This design comes from an exercise in tuning for small area on the open sky130 flow, not from production work.
In this exercise RTL edits were held to simulation tests only and were not proved equivalent to the original.
Power is estimated from default activity; no workload was simulated.

==> flow/design.v <==
`timescale 1ns / 1ps
module pcpu(
 input wire clock, enable, reset, start,
 input wire [15:0] d_datain,
 input wire [15:0] i_datain,
 output  [7:0] i_addr,
 output  [7:0] d_addr,
 output  [15:0] d_dataout,
 output  d_we
    );
reg [15:0] gr [7:0];
reg [7:0] gv;           
reg state;
reg [7:0] pc;
reg [15:8] id_hi;       
reg [7:0] id_lo;        
reg [15:8] ex_hi;
reg [7:0] ex_lo;
reg [2:0] mem_d;        
reg m_ctl, m_a, m_b;
reg [2:0] wb_d;
reg w_nw, w_ht, c1v;
reg [15:0] reg_A, reg_B, reg_C, reg_C1, smdr1;
reg nf, zf, cf_q, dw;
wire exec = state;
wire [15:0] id_ir = {id_hi, id_lo};
wire [15:0] ex_ir = {ex_hi, ex_lo};
always @(posedge clock)
  if (!reset) state <= 1'b0;
  else if (state) state <= enable & ~w_ht;
  else state <= enable & start;
assign i_addr = pc;
wire [4:0] iop = i_datain[15:11];
wire [4:0] idop = id_ir[15:11];
wire [4:0] exop = ex_ir[15:11];
wire i_rr = iop == 5'b01000 || iop == 5'b10001 || iop == 5'b01011 || iop == 5'b10111 ||
            iop == 5'b01100 || iop == 5'b01101 || iop == 5'b01111 || iop == 5'b01110;
wire i_sh = iop[4:2] == 3'b001 || iop == 5'b00011;
wire id_ld = idop == 5'b00010;
wire ex_ld = exop == 5'b00010;
wire hz2 = (id_ld && id_ir[10:8] == i_datain[6:4]) || (ex_ld && ex_ir[10:8] == i_datain[6:4]);
wire hz3 = (id_ld && id_ir[10:8] == i_datain[2:0]) || (ex_ld && ex_ir[10:8] == i_datain[2:0]);
wire stall = (i_rr && (hz2 || hz3)) || (i_sh && hz2) ||
             id_ir[15:14] == 2'b11 || ex_ir[15:14] == 2'b11;
wire taken = m_ctl & m_a;
wire m_ld = !m_ctl & !m_a & m_b;
wire [8:0] pcc;
wire [7:0] pc_inc;
assign pcc[0] = 1'b1;
genvar pj;
generate for (pj = 0; pj < 8; pj = pj + 1) begin : g_inc
  assign pc_inc[pj] = pc[pj] ^ pcc[pj];
  assign pcc[pj+1] = pc[pj] & pcc[pj];
end endgenerate
always @(posedge clock or negedge reset)
  if (!reset) begin
    id_hi <= 8'b0;
    pc <= 8'b0;
  end else if (exec) begin
    if (stall) begin
      id_hi <= 8'b0;
    end else if (taken) begin
      id_hi <= 8'b0;
      pc <= reg_C[7:0];
    end else begin
      id_hi <= i_datain[15:8];
      pc <= pc_inc;
    end
  end
always @(posedge clock)
  if (exec) id_lo <= i_datain[7:0];
wire [2:0] r1 = id_ir[10:8], r2 = id_ir[6:4], r3 = id_ir[2:0];
wire [2:0] exd = ex_ir[10:8];
wire id_ctl = idop[4:3] == 2'b11;
wire id_jmp = idop == 5'b11000;
wire id_st = idop == 5'b00011;
wire id_a1 = (id_ctl && !id_jmp) || idop == 5'b10000 || idop == 5'b01001 || idop == 5'b10011;
wire id_imlo = id_ctl || idop == 5'b01001 || idop == 5'b10011;
wire id_imhi = idop == 5'b10000;
wire a_fw = !id_a1 && !id_ld && !id_jmp;
wire a_ex = r2 == exd;
wire a_wb = r2 == wb_d;
wire a_mm = r2 == mem_d;
wire sa_ex = exec & a_fw & a_ex;
wire sa_wb = exec & a_fw & !a_ex & a_wb;
wire sa_mm = exec & a_fw & !a_ex & !a_wb & a_mm;
wire sa_rf = exec & !id_jmp & !(a_fw & (a_ex | a_wb | a_mm));
wire [2:0] ra = id_a1 ? r1 : r2;
wire b_fw = !id_st && !id_imlo && !id_imhi;
wire b_ex = r3 == exd;
wire b_wb = r3 == wb_d;
wire b_mm = r3 == mem_d;
wire sb_ex = exec & b_fw & b_ex;
wire sb_wb = exec & b_fw & !b_ex & b_wb;
wire sb_mm = exec & b_fw & !b_ex & !b_wb & b_mm;
wire sb_rf = exec & !id_imlo & !id_imhi & !(b_fw & (b_ex | b_wb | b_mm));
wire [2:0] rb = id_st ? r1 : r3;
wire [15:0] ALUo;
wire [7:0] sga, sgb;
genvar gk;
generate for (gk = 0; gk < 8; gk = gk + 1) begin : g_sel
  assign sga[gk] = sa_rf & gv[gk] & (ra == gk);
  assign sgb[gk] = sb_rf & gv[gk] & (rb == gk);
end endgenerate
wire [15:0] a_nx, b_nx;
wire [127:0] grv = {gr[7], gr[6], gr[5], gr[4], gr[3], gr[2], gr[1], gr[0]};
pcpu_sela sel_a(.sg(sga), .se(sa_ex), .sw(sa_wb), .sm(sa_mm), .sh(~exec),
  .g(grv), .e(ALUo), .w(reg_C1), .m(reg_C), .h(reg_A), .y(a_nx));
pcpu_sel sel_b(.sg(sgb), .se(sb_ex), .sw(sb_wb), .sm(sb_mm), .sh(~exec),
  .si(exec & (id_imlo | id_imhi)),
  .g(grv), .e(ALUo), .w(reg_C1), .m(reg_C), .h(reg_B),
  .i(id_imhi ? {id_ir[7:0], 8'b0} : {8'b0, id_ir[7:0]}), .y(b_nx));
always @(posedge clock) begin
  reg_A <= a_nx;
  reg_B <= b_nx;
end
always @(posedge clock or negedge reset)
  if (!reset) ex_hi <= 8'b0;
  else if (exec) ex_hi <= id_hi;
always @(posedge clock)
  if (exec) ex_lo <= id_lo;
wire ex_ctl = exop[4:3] == 2'b11;
wire ex_ls = exop[4:1] == 4'b0001;        
wire ex_sub = exop == 5'b01011 || exop == 5'b10011 || exop == 5'b10111 || exop == 5'b01100;
wire ex_add = ex_ctl || ex_ls || exop == 5'b10000 || exop == 5'b01000 ||
              exop == 5'b01001 || exop == 5'b10001 || ex_sub;
wire ex_and = exop == 5'b01101, ex_or = exop == 5'b01111, ex_xor = exop == 5'b01110;
wire ex_shf = exop[4:2] == 3'b001;
wire ex_hold = !(ex_add || ex_and || ex_or || ex_xor || ex_shf);
wire cin = (exop == 5'b10001) ? cf_q : (exop == 5'b10111) ? ~cf_q : ex_sub;
wire [15:0] bop = ex_ls ? {12'b0, ex_ir[3:0]} : reg_B;
wire [15:0] bx = bop ^ {16{ex_sub}};
wire [15:0] p = reg_A ^ bx;
wire [15:0] g = reg_A & bx;
wire [16:0] cy;
assign cy[0] = cin;
genvar gi;
generate for (gi = 0; gi < 16; gi = gi + 1) begin : g_add
  assign cy[gi+1] = g[gi] | (p[gi] & cy[gi]);
end endgenerate
wire cout = cy[16];
wire [15:0] xx = ({16{ex_add}} & cy[15:0]) | ({16{ex_or}} & g) | ({16{ex_and}} & (reg_A | reg_B));
wire [15:0] lo = p ^ xx;
wire [3:0] sh = ex_ir[3:0];
wire [15:0] shr;
pcpu_shf shf(.a(reg_A), .s(sh), .r(exop[1]), .f(exop[1] & exop[0] & reg_A[15]), .y(shr));
wire [3:0] shi = (exop[1] ^ exop[0]) ? sh - 4'b0001 : ~sh;
wire shc = reg_A[shi];
assign ALUo = ({16{exec & (ex_add | ex_and | ex_or | ex_xor)}} & lo) |
              ({16{exec & ex_shf}} & shr) |
              ({16{~exec | ex_hold}} & reg_C);
reg cf;
always @(*)
  if (exop == 5'b01000) cf = p[15] ^ cout;
  else if (exop == 5'b10000 || exop == 5'b01001 || exop == 5'b10001) cf = cout;
  else if (ex_sub) cf = ~cout;
  else if (ex_and || ex_or || ex_xor) cf = 1'b0;
  else if (ex_shf) cf = shc;
  else cf = cf_q;
reg cond;
always @(*)
  case (exop[2:0])
    3'b000, 3'b001: cond = 1'b1;
    3'b010: cond = zf;
    3'b011: cond = ~zf;
    3'b100: cond = nf;
    3'b101: cond = ~nf;
    3'b110: cond = cf_q;
    default: cond = ~cf_q;
  endcase
always @(posedge clock or negedge reset)
  if (!reset) begin
    reg_C <= 16'b0;
    cf_q <= 1'b0;
    dw <= 1'b0;
    mem_d <= 3'b0;
    m_ctl <= 1'b0; m_a <= 1'b0; m_b <= 1'b0;
  end else begin
    reg_C <= ALUo;
    if (exec) begin
    cf_q <= cf;
    dw <= exop == 5'b00011;
    mem_d <= exd;
    m_ctl <= ex_ctl;
    m_a <= ex_ctl ? cond : (exop == 5'b00011 || exop == 5'b01100 || exop == 5'b00001);
    m_b <= !ex_ctl && (ex_ld || exop == 5'b00001);
    end
  end
always @(posedge clock) if (exec) begin
  smdr1 <= reg_B;
  if (!ex_ctl && !ex_ld && exop != 5'b00011) begin
    zf <= ALUo == 16'b0;
    nf <= ALUo[15];
  end
end
assign d_dataout = smdr1;
assign d_we = dw;
assign d_addr = reg_C[7:0];
always @(posedge clock or negedge reset)
  if (!reset) begin
    wb_d <= 3'b0;
    w_nw <= 1'b0;
    w_ht <= 1'b0;
    c1v <= 1'b0;
  end else if (exec) begin
    wb_d <= mem_d;
    w_nw <= m_ctl | (m_a & !m_b);
    w_ht <= !m_ctl & m_a & m_b;
    c1v <= 1'b1;
  end
wire c1_ld = exec & m_ld;
wire c1_c = exec & !m_ctl & !m_ld;
always @(posedge clock)
  reg_C1 <= ({16{c1_ld}} & d_datain) | ({16{c1_c}} & reg_C) |
            ({16{!(c1_ld | c1_c)}} & reg_C1);
wire gwe = exec & !w_nw;
genvar gj;
generate for (gj = 0; gj < 8; gj = gj + 1) begin : g_gv
  always @(posedge clock or negedge reset)
    if (!reset) gv[gj] <= 1'b0;
    else if (gwe && c1v && wb_d == gj) gv[gj] <= 1'b1;
end endgenerate
always @(posedge clock)
  if (exec && !w_nw) gr[wb_d] <= reg_C1;
endmodule
module pcpu_sel(
 input wire [7:0] sg,
 input wire se, sw, sm, sh, si,
 input wire [127:0] g,
 input wire [15:0] e, w, m, h, i,
 output wire [15:0] y
    );
genvar b;
generate for (b = 0; b < 16; b = b + 1) begin : g_bit
  wire t0 = (sg[0] & g[b]) | (sg[1] & g[16+b]) | (sg[2] & g[32+b]);
  wire t1 = (sg[3] & g[48+b]) | (sg[4] & g[64+b]) | (sg[5] & g[80+b]);
  wire t2 = (sg[6] & g[96+b]) | (sg[7] & g[112+b]) | (sh & h[b]);
  wire t3 = (se & e[b]) | (sw & w[b]) | (sm & m[b]);
  assign y[b] = t0 | t1 | t2 | t3 | (si & i[b]);
end endgenerate
endmodule
module pcpu_shf(
 input wire [15:0] a,
 input wire [3:0] s,
 input wire r, f,
 output wire [15:0] y
    );
wire [3:0] kp = ~s, kl = s & {4{~r}}, kr = s & {4{r}};
wire [15:0] n1, p2, n3;
genvar b;
generate for (b = 0; b < 16; b = b + 1) begin : g_bit
  assign n1[b] = ~((kp[0] & a[b]) | (kl[0] & (b >= 1 ? a[b-1] : 1'b0)) |
                   (kr[0] & (b <= 14 ? a[b+1] : f)));
  assign p2[b] = ~((kp[1] & n1[b]) | (kl[1] & (b >= 2 ? n1[b-2] : 1'b1)) |
                   (kr[1] & (b <= 13 ? n1[b+2] : ~f)));
  assign n3[b] = ~((kp[2] & p2[b]) | (kl[2] & (b >= 4 ? p2[b-4] : 1'b0)) |
                   (kr[2] & (b <= 11 ? p2[b+4] : f)));
  assign y[b] = ~((kp[3] & n3[b]) | (kl[3] & (b >= 8 ? n3[b-8] : 1'b1)) |
                  (kr[3] & (b <= 7 ? n3[b+8] : ~f)));
end endgenerate
endmodule
module pcpu_sela(
 input wire [7:0] sg,
 input wire se, sw, sm, sh,
 input wire [127:0] g,
 input wire [15:0] e, w, m, h,
 output wire [15:0] y
    );
genvar b;
generate for (b = 0; b < 16; b = b + 1) begin : g_bit
  wire t0 = (sg[0] & g[b]) | (sg[1] & g[16+b]) | (sg[2] & g[32+b]);
  wire t1 = (sg[3] & g[48+b]) | (sg[4] & g[64+b]) | (sg[5] & g[80+b]);
  wire t2 = (sg[6] & g[96+b]) | (sg[7] & g[112+b]) | (sh & h[b]);
  wire t3 = (se & e[b]) | (sw & w[b]) | (sm & m[b]);
  assign y[b] = t0 | t1 | t2 | t3;
end endgenerate
endmodule
==> flow/flow/run.sh <==
#!/bin/bash
# Own layout flow: the standard flow (standard.sh, the ORFS make flow with
# the standard flow's config.mk and knobs) with these changes:
#  - the port buffers that global placement inserts are the smallest buffer;
#  - clock tree synthesis uses clkbuf_4 in clusters of up to 8 sinks (50 um) and
#    inserts no dummy loads.
# Each tool's full output goes to the ORFS logs under orfs/logs and to
# own_flow.log in the work folder.
set -euo pipefail
W=$(pwd)
F=$W/flow
export OWN_ABC_SCRIPT=$F/area.abc
export OWN_ABC_PLAIN=$F/plain.abc
cat > $W/own_synth.tcl <<EOT
proc abc {args} {
  set i [lsearch -exact \$args -script]
  if {\$i < 0} { yosys abc {*}\$args; return }
  set a1 \$args
  lset a1 [expr {\$i + 1}] \$::env(OWN_ABC_PLAIN)
  yosys abc {*}\$a1 pcpu_sel pcpu_sela pcpu_shf
  set a2 \$args
  lset a2 [expr {\$i + 1}] \$::env(OWN_ABC_SCRIPT)
  yosys abc {*}\$a2 pcpu
}
source $W/synth_recipe.tcl
EOT
grep -q "SYNTH_SCRIPT=" standard.sh
sed -e "s#SYNTH_SCRIPT=[^ ]*#SYNTH_SCRIPT=$W/own_synth.tcl SYNTH_HIERARCHICAL=1 'BUFFER_PORTS_ARGS=-buffer_cell sky130_fd_sc_hd__buf_1' 'CTS_ARGS=-sink_clustering_enable -repair_clock_nets -dont_use_dummy_load -buf_list sky130_fd_sc_hd__clkbuf_4 -sink_clustering_size 8 -sink_clustering_max_diameter 50'#" \
  standard.sh > $W/own_standard.sh
bash $W/own_standard.sh finish > $W/own_flow.log 2>&1
test -s $W/out/final.def
==> flow/flow/area.abc <==
&get -n
&st
&syn4
&dch
&nf -R 2000
&put
==> flow/flow/plain.abc <==
&get -n
&st
&nf -R 2000
&put
==> flow/standard.sh <==
#!/bin/bash
# synth_recipe.tcl (not shown) runs the flow's synth.tcl, then flattens the netlist and writes it again
# the make line also repeats each setting of config.mk as NAME=value (left out here)
make -C /OpenROAD-flow-scripts/flow DESIGN_CONFIG=/design/flow/config.mk WORK_HOME=/design/flow/orfs CLKGATE_MAP_FILE= SYNTH_SCRIPT=/design/flow/synth_recipe.tcl "${@:-finish}"
==> flow/config.mk <==
export PLATFORM = sky130hd
export DESIGN_NAME = pcpu
export DESIGN_NICKNAME = pcpu
export VERILOG_FILES = /design/flow/design.v
export SDC_FILE = /design/flow/constraint.sdc
export NUM_CORES = 4
export LEC_CHECK = 0
export CAP_MARGIN = 20
export CORE_MARGIN = 2
export CORE_UTILIZATION = 40
export PLACE_DENSITY = 0.6
export SLEW_MARGIN = 20
==> flow/constraint.sdc <==
create_clock -name core_clock -period 8.0 [get_ports {clock}]
set_input_delay 1.6000 -clock core_clock [delete_from_list [all_inputs] [get_ports {clock}]]
set_output_delay 1.6000 -clock core_clock [all_outputs]
set_load 0.01 [all_outputs]
==> run notes <==
[cell usage in the layout, fill, tap and decap left out, types with 27 or more instances in the layout]
cell type and instances:
sky130_fd_sc_hd__a222oi_1 161, sky130_fd_sc_hd__nand2_1 83, sky130_fd_sc_hd__nand4_1 35, sky130_fd_sc_hd__a21o_1 29, sky130_fd_sc_hd__clkinv_1 29, sky130_fd_sc_hd__a22oi_1 39
sky130_fd_sc_hd__buf_1 67, sky130_fd_sc_hd__dfxtp_1 48, sky130_fd_sc_hd__nor2b_1 28, sky130_fd_sc_hd__o21ai_0 50, sky130_fd_sc_hd__ha_1 27, sky130_fd_sc_hd__nor2_1 95
sky130_fd_sc_hd__edfxtp_1 158, sky130_fd_sc_hd__clkbuf_4 42, sky130_fd_sc_hd__xnor2_1 50, sky130_fd_sc_hd__dfrtp_1 62, sky130_fd_sc_hd__a21oi_1 54
[worst max-delay path by stage]
stage / startpoint / end / cells after the start / slack (ns)
final: ex_hi[12] / reg_B[15] / 31 / 0.77
after detailed placement: ex_hi[12] / reg_B[15] / 31 / 0.90
after floorplan: ex_hi[12] / reg_B[15] / 30 / 1.73
after CTS: ex_hi[12] / reg_B[15] / 31 / 0.82
after global routing: ex_hi[12] / reg_B[15] / 31 / 0.20
after global placement: ex_hi[12] / reg_B[15] / 31 / 1.16
[Yosys stat by module (local to each module, per instance)]
module,cell area (um^2),cells,flops+latches
pcpu,10900,865,269
pcpu_sel,861,96,0
pcpu_sela,741,80,0
pcpu_shf,734,106,0
[synth_stat cells (4+ instances only)]
library cell / number
sky130_fd_sc_hd__a222oi_1: 161
sky130_fd_sc_hd__edfxtp_1: 158
sky130_fd_sc_hd__nor2_1: 96
sky130_fd_sc_hd__nand2_1: 83
sky130_fd_sc_hd__dfrtp_1: 62
sky130_fd_sc_hd__a21oi_1: 54
sky130_fd_sc_hd__o21ai_0: 51
sky130_fd_sc_hd__xnor2_1: 50
sky130_fd_sc_hd__dfxtp_1: 49
sky130_fd_sc_hd__a22oi_1: 39
sky130_fd_sc_hd__nand4_1: 35
sky130_fd_sc_hd__a21o_1: 29
sky130_fd_sc_hd__clkinv_1: 29
sky130_fd_sc_hd__nor2b_1: 28
sky130_fd_sc_hd__ha_1: 27
sky130_fd_sc_hd__and2_0: 23
sky130_fd_sc_hd__and3_1: 21
sky130_fd_sc_hd__a221oi_1: 18
sky130_fd_sc_hd__nand3_1: 15
sky130_fd_sc_hd__nor3_1: 14
sky130_fd_sc_hd__o22ai_1: 12
sky130_fd_sc_hd__buf_4: 8
sky130_fd_sc_hd__o21bai_1: 8
sky130_fd_sc_hd__o31ai_1: 8
sky130_fd_sc_hd__mux2_1: 7
sky130_fd_sc_hd__nand2b_1: 6
sky130_fd_sc_hd__mux2i_1: 5
sky130_fd_sc_hd__xor2_1: 5
sky130_fd_sc_hd__a211oi_1: 4
sky130_fd_sc_hd__a22o_1: 4
sky130_fd_sc_hd__nor3b_1: 4
sky130_fd_sc_hd__o21a_1: 4
sky130_fd_sc_hd__o221ai_1: 4
[cell families (layout without fill, tap and decap cells)]
family / count (synthesis) / after routing / synth area share (%)
adders and majority gates: 27 / 27 / 2.54
muxes: 12 / 12 / 0.970
xor gates and xnor gates: 55 / 55 / 3.63
and+or+nand+nor: 337 / 337 / 12.4
DFF: 269 / 269 / 54.8
AOI/OAI and AO/OA: 410 / 410 / 24.5
other: 0 / 1 / 0
buffers and inverters: 37 / 162 / 1.27
[report_power, final]
part | switching [mW] | internal, mW | total [mW]
clock network | 0.462 | 0.241 | 0.703
registers | 0.561 | 1.82 | 2.39
logic | 0.763 | 0.581 | 1.34
[per-layer routing]
| metal | vias to the layer above | wire length, um | track usage, % |
|---|---|---|---|
| met1 | 5636 | 18600 | 37.4 |
| met2 | 696 | 20200 | 41.0 |
| met3 | 106 | 4530 | 3.74 |
| li1 | 5075 | - | - |
| met4 | 2 | 1740 | 9.29 |
| met5 | - | 13 | 0 |
[state kept, by name (all words and copies together), names as in the netlist, 16 cells and up]
name / count
gr: 128
smdr1: 16
reg_A: 16
reg_C: 16
reg_C1: 16
reg_B: 16
[final cells by class]
cell class / count / area (um^2) / area share (%)
Clock buffer: 42 / 315 / 2.16
Antenna cell: 1 / 2.50 / 0.0172
Timing Repair Buffer: 91 / 429 / 2.94
Multi-Input combinational cell: 841 / 5890 / 40.4
Sequential cell: 269 / 7280 / 49.9
Tap cell: 442 / 553 / 3.79
Inverter: 29 / 109 / 0.747
[worst max-delay path, delay by kind of cell, from the launching register on]
| kind | cells | cell delay [ns] |
|---|---|---|
| multiplexers | 1 | 0.34 |
| AO/OA/AOI/OAI | 22 | 4.22 |
| AND/OR/NAND/NOR | 4 | 0.65 |
| adder cells (fa/ha/maj) | 2 | 0.62 |
| buffers and inverters | 2 | 0.47 |
| flip-flops | 1 | 0.81 |
==> run notes <==
The flow ran to the end and the layout has no timing, DRC or antenna violations. The number of gates resized after cts is 0. The count of fill cells added during filler insertion came out at 3047. The detail route stage leaves a number of antenna-violating nets equal to 0. In this run the static leakage power is approximately 5.2 nW. The average instance in the mapped netlist occupies 11.6 um^2. STA classifies the critical path endpoint as a flip-flop. Of all nets on the critical path, the largest fanout is 22. The H-tree level count came out at 2. The number of antenna violations at the first check in global routing was 2. For this run, the slowest stage of the critical path takes between 0.8 and 0.9 ns. In this run, CTS created clock tree buffers numbering between 40 and 50. The worst hold path terminates at state. The overall overflow remaining after global route is 0. The clock-pin slew reported for the worst setup and hold paths after clock tree synthesis came out at approximately 0.090 ns. The number of global-route vias before repair is 10800. The total I/O pin count came out at 69. The root buffer cell is sky130_fd_sc_hd__clkbuf_4. Yosys mapped a number of flops with a built-in enable equal to ~160. The core region area came out at 32600 um^2. In this run the worst hold path is classified as flip-flop to flip-flop. The clock passes through at most 3 buffers. The logic depth of the worst register-to-register path is 31. Data on the critical path arrives at its endpoint at 7.76 ns. The count of vias placed by the detailed router is around 12000. The setup slack of the most critical reg-to-reg path came out at roughly 0.77 ns. The worst hold path startpoint is w_ht. Clock skew on the completed layout was measured at just under 0.1 ns.

The number of max-slew violations in the final report is 0. The global placer's final weighted congestion is ~0.9. The time the worst path needs with I/O delays and setup came out at 7.23 ns. The library cell contributing the largest single delay on the critical path is sky130_fd_sc_hd__dfrtp_1. Summed over all layers, the routed wires come to between 40000 and 50000 um. The smallest hold slack came out at about 0.46 ns. In this run the biggest area consumer among cell types represents between 30% and 40% of the synthesized area.

Setup repair after global routing left no endpoint under its margin. The worst setup path is launched from a flip-flop. The prevailing post-synth register cell is sky130_fd_sc_hd__edfxtp_1. The relative slew slack came out at about a third. The later pin in the worst-skew pair is clocked with a latency of ~0.68 ns.

The average via count per standard cell came out at roughly 6.7. The hold violation total from the final report came out at 0. In the final layout, the share of cells above drive strength 1 is 5.74%. The maximum operating frequency is about 140 MHz. The worst register-to-register path ends at reg_B[15]. The startpoint-to-endpoint class of the critical path is flip-flop to flip-flop. The cell row count is between 60 and 70. In the synthesized netlist the async set-or-reset flop fraction comes to between 20% and 30%.

TritonCTS built the clock tree. The power per cell area came out at ~300 nW/um^2. The number of cells in the design after placement is 1672. The detailed-route DRC error count came out at 0. The summed area of non-filler cells in the final layout came out at 14600 um^2. In this run the cell area of the synthesized design comes to approximately 13000 um^2.

Along the worst hold path, the cell count comes to 1. In this run the critical register-to-register path is launched from ex_hi[12]. The instance count of the mapped netlist is roughly 1100. The initial utilization of the core area, before any placement, comes to just over 40%. The first-pass iteration count of the detailed router came out at 10. Setup violations remaining at the end of the flow were counted as 0. Once layout is complete, the cells apart from fillers number 1715. The tool flagged a number of max-cap violations equal to 0. The worst setup margin is 0.768 ns. In the final design database the tool counted 1337 nets.

The number of DRC violations after detailed-routing iteration 0 came out at approximately 2200. The number of port buffers is 68. The total global routing track utilization came out at 26.3%.

The worst supply voltage drop on vdd is between 0.1 and 0.15 mV. The synthesized design contains ~270 register bits. The maximum number of pins on one net before global-route repair came out at 65. The first-pass GRT wire length is about 68000 um.

The width of the chip is roughly 190 um. The worst-margin pin slew is around 1 ns. The post-place instance area came out at 14300 um^2.

The routed length per instance came out at 26.3 um. Cells fill around 45% of the core in the end. The floorplan step set the die height to roughly 190 um. The most prevalent standard cell on the critical path is sky130_fd_sc_hd__a21o_1. Sequential cells were found to cover between 50% and 60% of the synthesized design area.

The design draws 4.43 mW. The unique cell type count in the Yosys netlist is 48. After synthesis, the cell types taking the most area are sky130_fd_sc_hd__edfxtp_1, sky130_fd_sc_hd__a222oi_1, sky130_fd_sc_hd__dfrtp_1.

The total clock sinks came out at roughly 270. The required time of the worst setup path came out at between 8 and 9 ns. The largest total area in the synthesized netlist belongs to sky130_fd_sc_hd__edfxtp_1. The synthesized net count is between 1000 and 1500. The area overhead of the layout relative to synthesis came out at 9.69%.

The minimum setup slack after placement came out at 0.900 ns. Post-CTS timing repair inserted 0 buffers for setup. Setup total negative slack on the finished layout was measured at 0 ns. The final worst-path cycle share came out at roughly nine tenths. Yosys printed 7 warnings. The HPWL after detailed placement is roughly 31000 um.

The die outline area is roughly 35000 um^2. The quantity of hold-fixing buffers added after cts is 0.

-- re-timing with driven ports --
The results above use ideal ports. As a check the final layout listed here was re-extracted and re-timed, cells and wires unchanged. Step 1 (the two cells are an assumption about what drives the block):
set clk [get_ports {clock}]
set_driving_cell -lib_cell sky130_fd_sc_hd__clkbuf_16 $clk
set_driving_cell -lib_cell sky130_fd_sc_hd__buf_2 [delete_from_list [all_inputs] $clk]
Step 2 adds t to the input delays and takes it off the output delays; t is the mean of the earliest and latest rising clock arrival at the registers after step 1. Input paths then give back, and output paths get back, about the clock's delay inside the block. Three values: ideal, step 1, step 2; two values: the first two.
t, ns: 0.676
slack for setup (ns): 0.768 / 0.768 / 0.768
hold WS [ns]: 0.462 / 0.462 / 0.462
After both steps this run still meets setup and hold. For this run, drivers alone change the setup slack by 0.000 ns; drivers and shift together by 0.000 ns.
